Source: an optimization exercise on an open RTL-to-GDS flow (aim: small area and a short achievable clock period). Production flows keep margins and buffers that such runs may drop. RTL that was checked went through simulation tests only; none was proved equivalent to the original. No activity file was given, so power comes from the tool's default toggle rates.

==> module edge_counter, before the edit <==
module edge_counter
  #( parameter W = 32 )
  ( input  logic	    clk,
    input  logic	    rst_n,
    input  logic	    gpio_in,
    input  logic        enable,
    input  logic        trig_enable,
    input  logic	    trig_in,
    output logic	    trig_out,
    input  logic	    cfg_trig_out,
    input  logic	    cfg_in_inv,
    output logic [W-1:0] d1_count,
    output logic [W-1:0] d2_count,
    output logic [W-1:0] d3_count,
    output logic [W-1:0] d1_next,    
    output logic [W-1:0] d2_next,
    output logic [W-1:0] d3_next
    );
  logic s;           
  logic act;         
  logic nz1, nz2, nz3, h3, trig_out_hold;
  logic start1, done1, done2;
  logic inc1, inc2, inc3;
  synchronizer u_synchronizer_gpio_in
    ( .clk      (clk),
      .rst_n    (rst_n),
      .data_in  (cfg_in_inv ^ gpio_in),
      .data_out (s)
     );
  assign act    = s ^ trig_enable;
  assign start1 = (trig_in & trig_enable) | s;
  assign done1  = nz1 & ~act;
  assign done2  = nz2 & act;
  assign inc1 = nz1 ? (act  & ~nz2 & ~(&d1_count)) : start1;
  assign inc2 = nz2 ? (~act & ~nz3 & ~(&d2_count)) : done1;
  assign inc3 = nz3 ? (act  & ~h3  & ~(&d3_count)) : done2;
  function automatic [W-1:0] incr(input [W-1:0] q, input logic c);
    logic [W-1:0] r;
    logic         k;
    k = c;
    for (int i = 0; i < W; i++) begin
      r[i] = q[i] ^ k;
      k    = k & q[i];
    end
    incr = r;
  endfunction
  assign d1_next = enable ? incr(d1_count, inc1) : '0;
  assign d2_next = enable ? incr(d2_count, inc2) : '0;
  assign d3_next = enable ? incr(d3_count, inc3) : '0;
  always_ff @(posedge clk) begin
    d1_count      <= rst_n ? d1_next : '0;
    d2_count      <= rst_n ? d2_next : '0;
    d3_count      <= rst_n ? d3_next : '0;
    nz1           <= rst_n & enable & (nz1 | start1);
    nz2           <= rst_n & enable & (nz2 | done1);
    nz3           <= rst_n & enable & (nz3 | done2);
    h3            <= rst_n & enable & (h3 | (nz3 & ~act));
    trig_out      <= rst_n & enable & ~trig_out_hold &
                     ((~cfg_trig_out & ~nz1 & s) | (cfg_trig_out & nz1 & ~s));
    trig_out_hold <= rst_n & enable & (trig_out_hold | trig_out);
  end
endmodule
clock: 6.0 ns
lec_check: 0
cap_margin: 20
core_margin: 2
core_utilization: 40
setup_slack_margin: 2.9
slew_margin: 20
run.sh (not shown) runs the stock make flow with config.mk's settings and CLKGATE_MAP_FILE= SYNTH_SCRIPT=/design/flow/synth_recipe.tcl, a recipe that flattens the netlist after the stock synthesis.
The starting point produced a layout that fails on setup timing.
Edit:
--- a/flow/design.v
+++ b/flow/design.v
@@ -49,9 +49,9 @@
   function automatic [W-1:0] incr(input [W-1:0] q, input logic c);
     logic [W-1:0] r;
-    logic         k;
-    k = c;
+    logic [W-1:0] m;
     for (int i = 0; i < W; i++) begin
-      r[i] = q[i] ^ k;
-      k    = k & q[i];
+      m = '0;
+      for (int j = 0; j < i; j++) m[j] = 1'b1;
+      r[i] = q[i] ^ (c & (&(q | ~m)));
     end
     incr = r;
=>
- Now the flow went through all stages and came out clean
- register-to-register slack improved by 3.5 ns
- sequential share of layout area is higher by 3.2 points
- power falls slightly
- core utilization falls by 9.9 points
- clock-buffer cell count is lower by 1
- non-clock buffer count came out lower by 153
- first-iteration DRC count went up by about a fifth
- die area grows by a few percent
- final area fell by roughly a tenth
- maximum frequency came out higher by well over a third
- worst hold slack hardly moves
- combinational power decreases by a few percent
- routed wire length rose by roughly a tenth
Function was not checked in any run of this note: the RTL went through the layout flow alone.

scarf_2_edge_counters, a different RTL version from the one above (not shown whole).
Size in the first run: roughly 240 flip-flops, about 30 I/O pins, ~0.012 mm² of cells after synthesis.
==> module scarf_regmap_2_edge_counters, before the edit <==
module scarf_regmap_2_edge_counters
  ( input  logic	    clk,
    input  logic	    rst_n_sync,
    input  logic  [7:0] data_in,
    input  logic	    data_in_valid,
    input  logic	    data_in_finished,
    input  logic  [6:0] slave_id,
    input  logic        rnw,
    output logic  [7:0] read_data_out,
    output logic  [3:0] cfg_trig_out,
    output logic  [3:0] cfg_in_inv,
    output logic  [3:0] enable,
    output logic  [3:0] trig_enable,
    input  logic [31:0] d1_next_0,
    input  logic [31:0] d2_next_0,
    input  logic [31:0] d3_next_0,
    input  logic [31:0] d1_next_1,
    input  logic [31:0] d2_next_1,
    input  logic [31:0] d3_next_1
    );
    parameter SLAVE_ID    = 7'h03;
    parameter MAX_ADDRESS = 6'd25;
    logic [7:0]  reg0, reg1, reg0_n, reg1_n;
    logic [5:0]  address, address_n;
    logic        first_byte, first_n;
    logic [7:0]  rd_qn, rd_n, byte_n;
    logic        valid_slave, vb, valid_write;
    logic [25:0] dec_a, dec_d, sel;
    assign valid_slave = (slave_id == SLAVE_ID);
    assign vb          = valid_slave && data_in_valid;
    assign valid_write = vb && (!rnw) && (!first_byte);
    always_comb begin
      first_n   = first_byte;
      address_n = address;
      if (data_in_finished) begin
        first_n = 1'b1;
      end else if (vb) begin
        first_n = 1'b0;
        if (first_byte)                  address_n = data_in[5:0];
        else if (address <= MAX_ADDRESS) address_n = address + 1'b1;
      end
    end
    assign reg0_n = !rst_n_sync ? 8'd0 : (valid_write && (address == 6'd0)) ? data_in : reg0;
    assign reg1_n = !rst_n_sync ? 8'd0 : (valid_write && (address == 6'd1)) ? data_in : reg1;
    always_comb begin
      for (int k = 0; k < 26; k++) begin
        dec_a[k] = (address == 6'(k));
        dec_d[k] = (data_in[5:0] == 6'(k));
      end
      for (int k = 0; k < 26; k++)
        sel[k] = vb ? (first_byte ? dec_d[k] : ((k == 0) ? 1'b0 : dec_a[(k == 0) ? 0 : k - 1])) : dec_a[k];
    end
    always_comb begin
      byte_n = 8'd0;
      if (sel[0]) byte_n = byte_n | reg0_n;
      if (sel[1]) byte_n = byte_n | reg1_n;
      if (sel[2]) byte_n = byte_n | d1_next_0[7:0];
      if (sel[3]) byte_n = byte_n | d1_next_0[15:8];
      if (sel[4]) byte_n = byte_n | d1_next_0[23:16];
      if (sel[5]) byte_n = byte_n | d1_next_0[31:24];
      if (sel[6]) byte_n = byte_n | d2_next_0[7:0];
      if (sel[7]) byte_n = byte_n | d2_next_0[15:8];
      if (sel[8]) byte_n = byte_n | d2_next_0[23:16];
      if (sel[9]) byte_n = byte_n | d2_next_0[31:24];
      if (sel[10]) byte_n = byte_n | d3_next_0[7:0];
      if (sel[11]) byte_n = byte_n | d3_next_0[15:8];
      if (sel[12]) byte_n = byte_n | d3_next_0[23:16];
      if (sel[13]) byte_n = byte_n | d3_next_0[31:24];
      if (sel[14]) byte_n = byte_n | d1_next_1[7:0];
      if (sel[15]) byte_n = byte_n | d1_next_1[15:8];
      if (sel[16]) byte_n = byte_n | d1_next_1[23:16];
      if (sel[17]) byte_n = byte_n | d1_next_1[31:24];
      if (sel[18]) byte_n = byte_n | d2_next_1[7:0];
      if (sel[19]) byte_n = byte_n | d2_next_1[15:8];
      if (sel[20]) byte_n = byte_n | d2_next_1[23:16];
      if (sel[21]) byte_n = byte_n | d2_next_1[31:24];
      if (sel[22]) byte_n = byte_n | d3_next_1[7:0];
      if (sel[23]) byte_n = byte_n | d3_next_1[15:8];
      if (sel[24]) byte_n = byte_n | d3_next_1[23:16];
      if (sel[25]) byte_n = byte_n | d3_next_1[31:24];
    end
    assign rd_n = first_n ? {1'b0, SLAVE_ID} : byte_n;
    always_ff @(posedge clk) begin
      first_byte <= !rst_n_sync || first_n;
      address    <= rst_n_sync ? address_n : 6'd0;
      reg0       <= reg0_n;
      reg1       <= reg1_n;
    end
    always_ff @(posedge clk, negedge rst_n_sync)
      if (~rst_n_sync) rd_qn <= ~{1'b0, SLAVE_ID};
      else             rd_qn <= ~rd_n;
    assign read_data_out = ~(rd_qn | {8{~(valid_slave && rnw)}});
    always_comb begin
      enable       = reg0[3:0];
      trig_enable  = reg0[7:4];
      cfg_in_inv   = reg1[3:0];
      cfg_trig_out = reg1[7:4];
    end
endmodule
==> flow/config.mk <==
export PLATFORM = sky130hd
export DESIGN_NAME = scarf_2_edge_counters
export DESIGN_NICKNAME = scarf_2_edge_counters
export VERILOG_FILES = /design/flow/design.v
export SDC_FILE = /design/flow/constraint.sdc
export NUM_CORES = 4
export LEC_CHECK = 0
export CAP_MARGIN = 20
export CORE_MARGIN = 2
export CORE_UTILIZATION = 40
export SETUP_SLACK_MARGIN = 2.9
export SLEW_MARGIN = 20
==> flow/constraint.sdc <==
create_clock -name core_clock -period 6.0 [get_ports {clk}]
set_input_delay 1.2000 -clock core_clock [delete_from_list [all_inputs] [get_ports {clk}]]
set_output_delay 1.2000 -clock core_clock [all_outputs]
set_load 0.01 [all_outputs]
standard.sh (not shown) runs the stock make flow with config.mk's settings and CLKGATE_MAP_FILE= SYNTH_SCRIPT=/design/flow/synth_recipe.tcl, a recipe that flattens the netlist after the stock synthesis.
==> flow/flow/run.sh <==
#!/bin/bash
# Standard layout, with slow wide OR cells and AND cells (two-stage, inverting
# inside) added to the don't-use list so that synthesis maps the
# read-data logic to faster gates. Each tool's output stays in orfs/logs.
set -euo pipefail
EXTRA="sky130_fd_sc_hd__and4bb_1 sky130_fd_sc_hd__and4bb_2 sky130_fd_sc_hd__and4bb_4 sky130_fd_sc_hd__and4b_1 sky130_fd_sc_hd__and4b_2 sky130_fd_sc_hd__and4b_4 sky130_fd_sc_hd__and3b_1 sky130_fd_sc_hd__and3b_2 sky130_fd_sc_hd__and3b_4 sky130_fd_sc_hd__nor4bb_1 sky130_fd_sc_hd__nor4bb_2 sky130_fd_sc_hd__nor4bb_4 sky130_fd_sc_hd__nor4b_1 sky130_fd_sc_hd__nor4b_2 sky130_fd_sc_hd__nor4b_4 sky130_fd_sc_hd__nor3b_1 sky130_fd_sc_hd__nor3b_2 sky130_fd_sc_hd__nor3b_4 sky130_fd_sc_hd__and4_1 sky130_fd_sc_hd__and4_2 sky130_fd_sc_hd__and4_4 sky130_fd_sc_hd__and3_1 sky130_fd_sc_hd__and3_2 sky130_fd_sc_hd__and3_4 sky130_fd_sc_hd__or4_1 sky130_fd_sc_hd__or4_2 sky130_fd_sc_hd__or4_4 sky130_fd_sc_hd__or4b_1 sky130_fd_sc_hd__or4b_2 sky130_fd_sc_hd__or4b_4 sky130_fd_sc_hd__or4bb_1 sky130_fd_sc_hd__or4bb_2 sky130_fd_sc_hd__or4bb_4 sky130_fd_sc_hd__or3_1 sky130_fd_sc_hd__or3_2 sky130_fd_sc_hd__or3_4 sky130_fd_sc_hd__or3b_1 sky130_fd_sc_hd__or3b_2 sky130_fd_sc_hd__or3b_4"
PLATFORM_DONT_USE="sky130_fd_sc_hd__probe_p_8 sky130_fd_sc_hd__probec_p_8 sky130_fd_sc_hd__lpflow_bleeder_1 sky130_fd_sc_hd__lpflow_clkbufkapwr_1 sky130_fd_sc_hd__lpflow_clkbufkapwr_16 sky130_fd_sc_hd__lpflow_clkbufkapwr_2 sky130_fd_sc_hd__lpflow_clkbufkapwr_4 sky130_fd_sc_hd__lpflow_clkbufkapwr_8 sky130_fd_sc_hd__lpflow_clkinvkapwr_1 sky130_fd_sc_hd__lpflow_clkinvkapwr_16 sky130_fd_sc_hd__lpflow_clkinvkapwr_2 sky130_fd_sc_hd__lpflow_clkinvkapwr_4 sky130_fd_sc_hd__lpflow_clkinvkapwr_8 sky130_fd_sc_hd__lpflow_decapkapwr_12 sky130_fd_sc_hd__lpflow_decapkapwr_3 sky130_fd_sc_hd__lpflow_decapkapwr_4 sky130_fd_sc_hd__lpflow_decapkapwr_6 sky130_fd_sc_hd__lpflow_decapkapwr_8 sky130_fd_sc_hd__lpflow_inputiso0n_1 sky130_fd_sc_hd__lpflow_inputiso0p_1 sky130_fd_sc_hd__lpflow_inputiso1n_1 sky130_fd_sc_hd__lpflow_inputiso1p_1 sky130_fd_sc_hd__lpflow_inputisolatch_1 sky130_fd_sc_hd__lpflow_isobufsrc_1 sky130_fd_sc_hd__lpflow_isobufsrc_16 sky130_fd_sc_hd__lpflow_isobufsrc_2 sky130_fd_sc_hd__lpflow_isobufsrc_4 sky130_fd_sc_hd__lpflow_isobufsrc_8 sky130_fd_sc_hd__lpflow_isobufsrckapwr_16 sky130_fd_sc_hd__lpflow_lsbuf_lh_hl_isowell_tap_1 sky130_fd_sc_hd__lpflow_lsbuf_lh_hl_isowell_tap_2 sky130_fd_sc_hd__lpflow_lsbuf_lh_hl_isowell_tap_4 sky130_fd_sc_hd__lpflow_lsbuf_lh_isowell_4 sky130_fd_sc_hd__lpflow_lsbuf_lh_isowell_tap_1 sky130_fd_sc_hd__lpflow_lsbuf_lh_isowell_tap_2 sky130_fd_sc_hd__lpflow_lsbuf_lh_isowell_tap_4 "
bash standard.sh DONT_USE_CELLS="$PLATFORM_DONT_USE $EXTRA" finish > standard.log 2>&1
Next try:
--- a/flow/design.v
+++ b/flow/design.v
@@ -105,5 +105,5 @@
     logic [5:0]  address, address_n;
     logic        first_byte, first_n;
-    logic [7:0]  rd_qn, rd_n, byte_n;
+    logic [7:0]  rd_q, rd_n, byte_n;
     logic        valid_slave, vb, valid_write;
     logic [25:0] dec_a, dec_d, sel;
@@ -169,7 +169,7 @@
     end
     always_ff @(posedge clk, negedge rst_n_sync)
-      if (~rst_n_sync) rd_qn <= ~{1'b0, SLAVE_ID};
-      else             rd_qn <= ~rd_n;
-    assign read_data_out = ~(rd_qn | {8{~(valid_slave && rnw)}});
+      if (~rst_n_sync) rd_q <= {1'b0, SLAVE_ID};
+      else             rd_q <= rd_n;
+    assign read_data_out = (valid_slave && rnw) ? rd_q : 8'd0;
     always_comb begin
       enable       = reg0[3:0];
Result: The new run finished with timing, DRC and antenna clean; hold slack is about the same; clock-buffer cell count shrinks by 3; synthesized area shrinks by 0.66%; cell area shrinks by 7.9%; routed wire length shrinks by 0.80%; global-route usage grows by 0.25 points; fmax grows by 2.4%; combinational power shrinks by 7.9%; cell count grows by 0.48%; clock power shrinks by about 6%; core utilization shrinks by 4.2 points; power shrinks by 3.2%; clock skew grows by 4.5 ps.
No functional check of the RTL was part of the first run of this note.

scarf_2_edge_counters, a different RTL version from the one above (not shown whole).
For scale: about 1600 cells after synthesis, roughly 240 flip-flops, about 13000 um2 of cells after synthesis.
==> module edge_counter, before the edit <==
module edge_counter
  #( parameter W = 32 )
  ( input  logic	    clk,
    input  logic	    rst_n,
    input  logic	    gpio_in,
    input  logic        enable,
    input  logic        trig_enable,
    input  logic	    trig_in,
    output logic	    trig_out,
    input  logic	    cfg_trig_out,
    input  logic	    cfg_in_inv,
    output logic [W-1:0] d1_count,
    output logic [W-1:0] d2_count,
    output logic [W-1:0] d3_count,
    output logic [W-1:0] d1_next,    
    output logic [W-1:0] d2_next,
    output logic [W-1:0] d3_next
    );
  logic s;           
  logic act;         
  logic nz1, nz2, nz3, h3, trig_out_hold;
  logic start1, done1, done2;
  logic inc1, inc2, inc3;
  synchronizer u_synchronizer_gpio_in
    ( .clk      (clk),
      .rst_n    (rst_n),
      .data_in  (cfg_in_inv ^ gpio_in),
      .data_out (s)
     );
  assign act    = s ^ trig_enable;
  assign start1 = (trig_in & trig_enable) | s;
  assign done1  = nz1 & ~act;
  assign done2  = nz2 & act;
  assign inc1 = nz1 ? (act  & ~nz2 & ~(&d1_count)) : start1;
  assign inc2 = nz2 ? (~act & ~nz3 & ~(&d2_count)) : done1;
  assign inc3 = nz3 ? (act  & ~h3  & ~(&d3_count)) : done2;
  function automatic [W-1:0] incr(input [W-1:0] q, input logic c);
    logic [W-1:0] r;
    logic [W-1:0] m;
    for (int i = 0; i < W; i++) begin
      m = '0;
      for (int j = 0; j < i; j++) m[j] = 1'b1;
      r[i] = q[i] ^ (c & (&(q | ~m)));
    end
    incr = r;
  endfunction
  logic clear_n;
  assign clear_n = rst_n & enable;
  assign d1_next = clear_n ? incr(d1_count, inc1) : '0;
  assign d2_next = clear_n ? incr(d2_count, inc2) : '0;
  assign d3_next = clear_n ? incr(d3_count, inc3) : '0;
  always_ff @(posedge clk) begin
    d1_count      <= d1_next;
    d2_count      <= d2_next;
    d3_count      <= d3_next;
    nz1           <= clear_n & (nz1 | start1);
    nz2           <= clear_n & (nz2 | done1);
    nz3           <= clear_n & (nz3 | done2);
    h3            <= clear_n & (h3 | (nz3 & ~act));
    trig_out      <= clear_n & ~trig_out_hold &
                     ((~cfg_trig_out & ~nz1 & s) | (cfg_trig_out & nz1 & ~s));
    trig_out_hold <= clear_n & (trig_out_hold | trig_out);
  end
endmodule
clock: 6.0 ns
lec_check: 0
cap_margin: 20
core_margin: 2
core_utilization: 40
setup_slack_margin: 2.9
slew_margin: 20
==> flow/flow/run.sh <==
#!/bin/bash
# Standard layout, with slow wide OR cells (and for some versions other
# stacked cells) added to the don't-use list so that synthesis maps the
# read-data logic to faster gates. Each tool's output stays in orfs/logs.
set -euo pipefail
EXTRA=" sky130_fd_sc_hd__or4_1 sky130_fd_sc_hd__or4_2 sky130_fd_sc_hd__or4_4 sky130_fd_sc_hd__or4b_1 sky130_fd_sc_hd__or4b_2 sky130_fd_sc_hd__or4b_4 sky130_fd_sc_hd__or4bb_1 sky130_fd_sc_hd__or4bb_2 sky130_fd_sc_hd__or4bb_4 sky130_fd_sc_hd__or3_1 sky130_fd_sc_hd__or3_2 sky130_fd_sc_hd__or3_4 sky130_fd_sc_hd__or3b_1 sky130_fd_sc_hd__or3b_2 sky130_fd_sc_hd__or3b_4"
PLATFORM_DONT_USE="sky130_fd_sc_hd__probe_p_8 sky130_fd_sc_hd__probec_p_8 sky130_fd_sc_hd__lpflow_bleeder_1 sky130_fd_sc_hd__lpflow_clkbufkapwr_1 sky130_fd_sc_hd__lpflow_clkbufkapwr_16 sky130_fd_sc_hd__lpflow_clkbufkapwr_2 sky130_fd_sc_hd__lpflow_clkbufkapwr_4 sky130_fd_sc_hd__lpflow_clkbufkapwr_8 sky130_fd_sc_hd__lpflow_clkinvkapwr_1 sky130_fd_sc_hd__lpflow_clkinvkapwr_16 sky130_fd_sc_hd__lpflow_clkinvkapwr_2 sky130_fd_sc_hd__lpflow_clkinvkapwr_4 sky130_fd_sc_hd__lpflow_clkinvkapwr_8 sky130_fd_sc_hd__lpflow_decapkapwr_12 sky130_fd_sc_hd__lpflow_decapkapwr_3 sky130_fd_sc_hd__lpflow_decapkapwr_4 sky130_fd_sc_hd__lpflow_decapkapwr_6 sky130_fd_sc_hd__lpflow_decapkapwr_8 sky130_fd_sc_hd__lpflow_inputiso0n_1 sky130_fd_sc_hd__lpflow_inputiso0p_1 sky130_fd_sc_hd__lpflow_inputiso1n_1 sky130_fd_sc_hd__lpflow_inputiso1p_1 sky130_fd_sc_hd__lpflow_inputisolatch_1 sky130_fd_sc_hd__lpflow_isobufsrc_1 sky130_fd_sc_hd__lpflow_isobufsrc_16 sky130_fd_sc_hd__lpflow_isobufsrc_2 sky130_fd_sc_hd__lpflow_isobufsrc_4 sky130_fd_sc_hd__lpflow_isobufsrc_8 sky130_fd_sc_hd__lpflow_isobufsrckapwr_16 sky130_fd_sc_hd__lpflow_lsbuf_lh_hl_isowell_tap_1 sky130_fd_sc_hd__lpflow_lsbuf_lh_hl_isowell_tap_2 sky130_fd_sc_hd__lpflow_lsbuf_lh_hl_isowell_tap_4 sky130_fd_sc_hd__lpflow_lsbuf_lh_isowell_4 sky130_fd_sc_hd__lpflow_lsbuf_lh_isowell_tap_1 sky130_fd_sc_hd__lpflow_lsbuf_lh_isowell_tap_2 sky130_fd_sc_hd__lpflow_lsbuf_lh_isowell_tap_4 "
bash standard.sh DONT_USE_CELLS="$PLATFORM_DONT_USE $EXTRA" finish > standard.log 2>&1
==> next run, changes <==
--- a/flow/design.v
+++ b/flow/design.v
@@ -45,17 +45,22 @@
   assign done2  = nz2 & act;
   assign inc1 = nz1 ? (act  & ~nz2 & ~(&d1_count)) : start1;
   assign inc2 = nz2 ? (~act & ~nz3 & ~(&d2_count)) : done1;
   assign inc3 = nz3 ? (act  & ~h3  & ~(&d3_count)) : done2;
   function automatic [W-1:0] incr(input [W-1:0] q, input logic c);
     logic [W-1:0] r;
-    logic [W-1:0] m;
+    logic [W/4-1:0] grp;
+    logic         k;
+    for (int g = 0; g < W/4; g++) grp[g] = &q[g*4 +: 4];
     for (int i = 0; i < W; i++) begin
-      m = '0;
-      for (int j = 0; j < i; j++) m[j] = 1'b1;
-      r[i] = q[i] ^ (c & (&(q | ~m)));
+      if (i % 4 == 0) begin
+        k = c;
+        for (int g = 0; g < i/4; g++) k = k & grp[g];
+      end
+      r[i] = q[i] ^ k;
+      k    = k & q[i];
     end
     incr = r;
   endfunction
   logic clear_n;
   assign clear_n = rst_n & enable;
   assign d1_next = clear_n ? incr(d1_count, inc1) : '0;
Effect:
- The changed run ran to the end with no violations
- global-route usage is lower by 3.9 points
- combinational power is higher by 16%
- register-to-register slack is worse by 0.33 ns
- sequential share of layout area is higher by 0.97 points
- cell count falls by 15%
No run of this note included a check of the RTL's function; only the layout flow was run.

[what the ideal ports hide]
Ports are ideal in the flow. The routed layouts listed here were re-timed in OpenROAD. Step 1, drivers: a clkbuf_16 drives clk and a buf_2 each remaining input, both assumed. Step 2 adds t to the input delays and takes it off the output delays; t is the mean of the earliest and latest rising clock arrival at the registers after step 1. Input paths then give back, and output paths get back, about the clock's delay inside the block. Slacks: ideal ports / drivers / drivers and shift; pairs: ideal ports / drivers.
run | t, ns | setup slack, ns | worst data-port slew with drivers (ns)
the first run of note 1 | 0.595 | -1.141 / -1.141 / -1.141 | 0.04
the second run of note 1 | 0.603 | 2.301 / 2.306 / 1.710 | 0.05
the first run of note 2 | 0.591 | 2.524 / 2.524 / 2.172 | 0.04
the second run of note 2 | 0.605 | 2.605 / 2.573 / 2.229 | 0.05
the first run of note 3 | 0.603 | 2.330 / 2.299 / 1.990 | 0.04
the second run of note 3 | 0.581 | 2.361 / 2.361 / 2.039 | 0.04
For the second run of note 1, which loses most, drivers alone change the setup slack by +0.005 ns; drivers and shift together by -0.591 ns.
